This design comes from an exercise in tuning for small area on the open sky130 flow, not from production work.
In this exercise RTL edits were held to simulation tests only and were not proved equivalent to the original.
No activity file was given, so power comes from the tool's default toggle rates.

## SpeedM
module SpeedM(
	clk120,
	rst_n,
	Hall_a,
	Hall_b,
	Hall_c,
	Speed_Value,
	sv_h,
	time_sv
    );
export LEC_CHECK = 0
export CAP_MARGIN = 20
export CORE_MARGIN = 2
export CORE_UTILIZATION = 40
export CTS_BUF_LIST = sky130_fd_sc_hd__clkbuf_16
export CTS_CLUSTER_DIAMETER = 80
export CTS_CLUSTER_SIZE = 30
export GPL_TIMING_DRIVEN = 0
export SLEW_MARGIN = 20
create_clock -name core_clock -period 8.0 [get_ports {clk120}]
standard.sh (not shown) runs the stock make flow with config.mk's settings and CLKGATE_MAP_FILE= SYNTH_SCRIPT=/design/flow/synth_recipe.tcl, a recipe that flattens the netlist after the stock synthesis.
==> flow/flow/run.sh <==
#!/bin/bash
# The standard ORFS layout (standard.sh, with the standard synthesis
# unchanged) with three changes:
#  - after the floorplan, OpenROAD's restructure re-maps the combinational
#    logic for area (registers untouched), with a Liberty file that leaves out
#    the platform's don't-use cells;
#  - clock tree synthesis without dummy loads, larger sink clusters;
#  - port buffers of the smallest buffer cell;
#  - before ORFS's repair_design, location-clustered buffer trees for the
#    high-fanout signal nets (flow/fanout_tree.tcl, an ORFS PRE_RESIZE hook).
# Each step's output goes to a log file in this folder (and ORFS's own logs).
set -euo pipefail
cd "$(dirname "$0")/.."
export CTS_ARGS="-sink_clustering_enable -repair_clock_nets -dont_use_dummy_load -sink_clustering_size 30 -sink_clustering_max_diameter 80 -buf_list sky130_fd_sc_hd__clkbuf_16"
export BUFFER_PORTS_ARGS="-buffer_cell sky130_fd_sc_hd__buf_1"
export PRE_RESIZE_TCL="$PWD/flow/fanout_tree.tcl"
bash standard.sh floorplan > make_floorplan.log 2>&1
mkdir -p rsz_work
export RES=$PWD/orfs/results/sky130hd/SpeedM/base
export RSZ_WORK=$PWD/rsz_work
export RSZ_LIB=$PWD/rsz_work/lib_no_dont_use.lib
python3 flow/filter_lib.py "$FLOW_HOME/platforms/sky130hd/config.mk" \
  "$FLOW_HOME/platforms/sky130hd/lib/sky130_fd_sc_hd__tt_025C_1v80.lib" "$RSZ_LIB" > filter_lib.log 2>&1
openroad -no_init -exit flow/restructure.tcl > restructure.log 2>&1
rm -f "$RSZ_LIB"
bash standard.sh finish > make_finish.log 2>&1
Other scripts of this flow, unchanged in this note and not shown: flow/flow/fanout_tree.tcl, flow/flow/filter_lib.py, flow/flow/restructure.tcl
The baseline finished clean.
Rerun with:
--- a/flow/flow/run.sh
+++ b/flow/flow/run.sh
@@ -1,5 +1,5 @@
 #!/bin/bash
 # The standard ORFS layout (standard.sh, with the standard synthesis
-# unchanged) with three changes:
+# unchanged) with four changes:
 #  - after the floorplan, OpenROAD's restructure re-maps the combinational
 #    logic for area (registers untouched), with a Liberty file that leaves out
@@ -12,5 +12,5 @@
 set -euo pipefail
 cd "$(dirname "$0")/.."
-export CTS_ARGS="-sink_clustering_enable -repair_clock_nets -dont_use_dummy_load -sink_clustering_size 30 -sink_clustering_max_diameter 80 -buf_list sky130_fd_sc_hd__clkbuf_16"
+export CTS_ARGS="-sink_clustering_enable -repair_clock_nets -dont_use_dummy_load -sink_clustering_size 30 -sink_clustering_max_diameter 100 -buf_list sky130_fd_sc_hd__clkbuf_16"
 export BUFFER_PORTS_ARGS="-buffer_cell sky130_fd_sc_hd__buf_1"
 export PRE_RESIZE_TCL="$PWD/flow/fanout_tree.tcl"
Settings changed: CTS_CLUSTER_DIAMETER 80 to 100.
Worst setup slack gets worse by 21 ps.
Wire length barely changes.
Clock-buffer cell count goes down by 2.
Die area does not change.
Final cell count stays the same.
Power fell by 0.50%.


Setup of tundra:
SpeedM, a different RTL version from the one above (not shown whole).
Size in the first run: ~2100 cells after synthesis, about 910 flip-flops, about 34000 sq um of cells after synthesis.
export LEC_CHECK = 0
export CAP_MARGIN = 20
export CORE_MARGIN = 2
export CORE_UTILIZATION = 40
export SLEW_MARGIN = 20
create_clock -name core_clock -period 8.0 [get_ports {clk120}]
run.sh (not shown) runs the stock make flow with config.mk's settings and CLKGATE_MAP_FILE= SYNTH_SCRIPT=/design/flow/synth_recipe.tcl, a recipe that flattens the netlist after the stock synthesis.
Stock flow here: none of the scripts above is used.
--- input diff tundra..onyx ---
==> flow/flow/run.sh (new file) <==
#!/bin/bash
# Standard ORFS layout (the standard.sh, standard synthesis unchanged) with
# two changes: clock tree synthesis without dummy loads, and port buffers of
# the smallest buffer cell. Each tool's output is in the ORFS logs; make's own
# output goes to make_finish.log here.
set -euo pipefail
cd "$(dirname "$0")/.."
export CTS_ARGS="-sink_clustering_enable -repair_clock_nets -dont_use_dummy_load -sink_clustering_size 30 -sink_clustering_max_diameter 80 -buf_list sky130_fd_sc_hd__clkbuf_16"
export BUFFER_PORTS_ARGS="-buffer_cell sky130_fd_sc_hd__buf_1"
bash standard.sh finish > make_finish.log 2>&1
==> flow/standard.sh (new file) <==
#!/bin/bash
# synth_recipe.tcl (not shown) runs the flow's synth.tcl, then flattens the netlist and writes it again
# the make line also repeats each setting of config.mk as NAME=value (left out here)
make -C /OpenROAD-flow-scripts/flow DESIGN_CONFIG=/design/flow/config.mk WORK_HOME=/design/flow/orfs CLKGATE_MAP_FILE= SYNTH_SCRIPT=/design/flow/synth_recipe.tcl "${@:-finish}"
diff --git a/flow/config.mk b/flow/config.mk
--- a/flow/config.mk
+++ b/flow/config.mk
@@ -10,0 +11,4 @@
+export CTS_BUF_LIST = sky130_fd_sc_hd__clkbuf_16
+export CTS_CLUSTER_DIAMETER = 80
+export CTS_CLUSTER_SIZE = 30
+export GPL_TIMING_DRIVEN = 0
removed: flow/run.sh
--- outcome ---
No run among onyx and tundra stopped early or left any final violation; all are clean.
Re number of fill cells: onyx is 222 up on tundra.
Comparing onyx and tundra, the lower sequential share of layout area was measured on tundra.
Min part of the power in registers across onyx and tundra: tundra
The combined buffer and inverter count along the critical path in onyx was higher than what tundra gave.
In terms of global-route usage, tundra and onyx differ only marginally.

==> separate check: timing with driven ports <==
In the flow no input, the clock included, has a driving cell. The finished layouts below were timed again as built, in two steps.
Step 1 assumes that a clkbuf_16 drives the clock port and a buf_2 every other input.
Step 2 moves the port delays by t, midway between the first and last clock arrival at a register: inputs arrive t later, outputs are due t later. That takes back most of the time a late clock gives input paths.
Three values: no drivers, after step 1, after step 2; two values: the first two.
run | t (ns) | slack for setup (ns) | worst hold slack (ns)
the first run of note 1 | 0.627 | 0.642 / 0.642 / 0.642 | 0.350 / 0.350 / 0.350
the second run of note 1 | 0.607 | 0.621 / 0.621 / 0.621 | 0.359 / 0.359 / 0.359
tundra | 0.699 | 1.429 / 1.429 / 1.429 | 0.351 / 0.351 / 0.351
onyx | 0.632 | 0.990 / 0.990 / 0.990 | 0.355 / 0.355 / 0.355
After both steps every run listed still meets setup and hold.
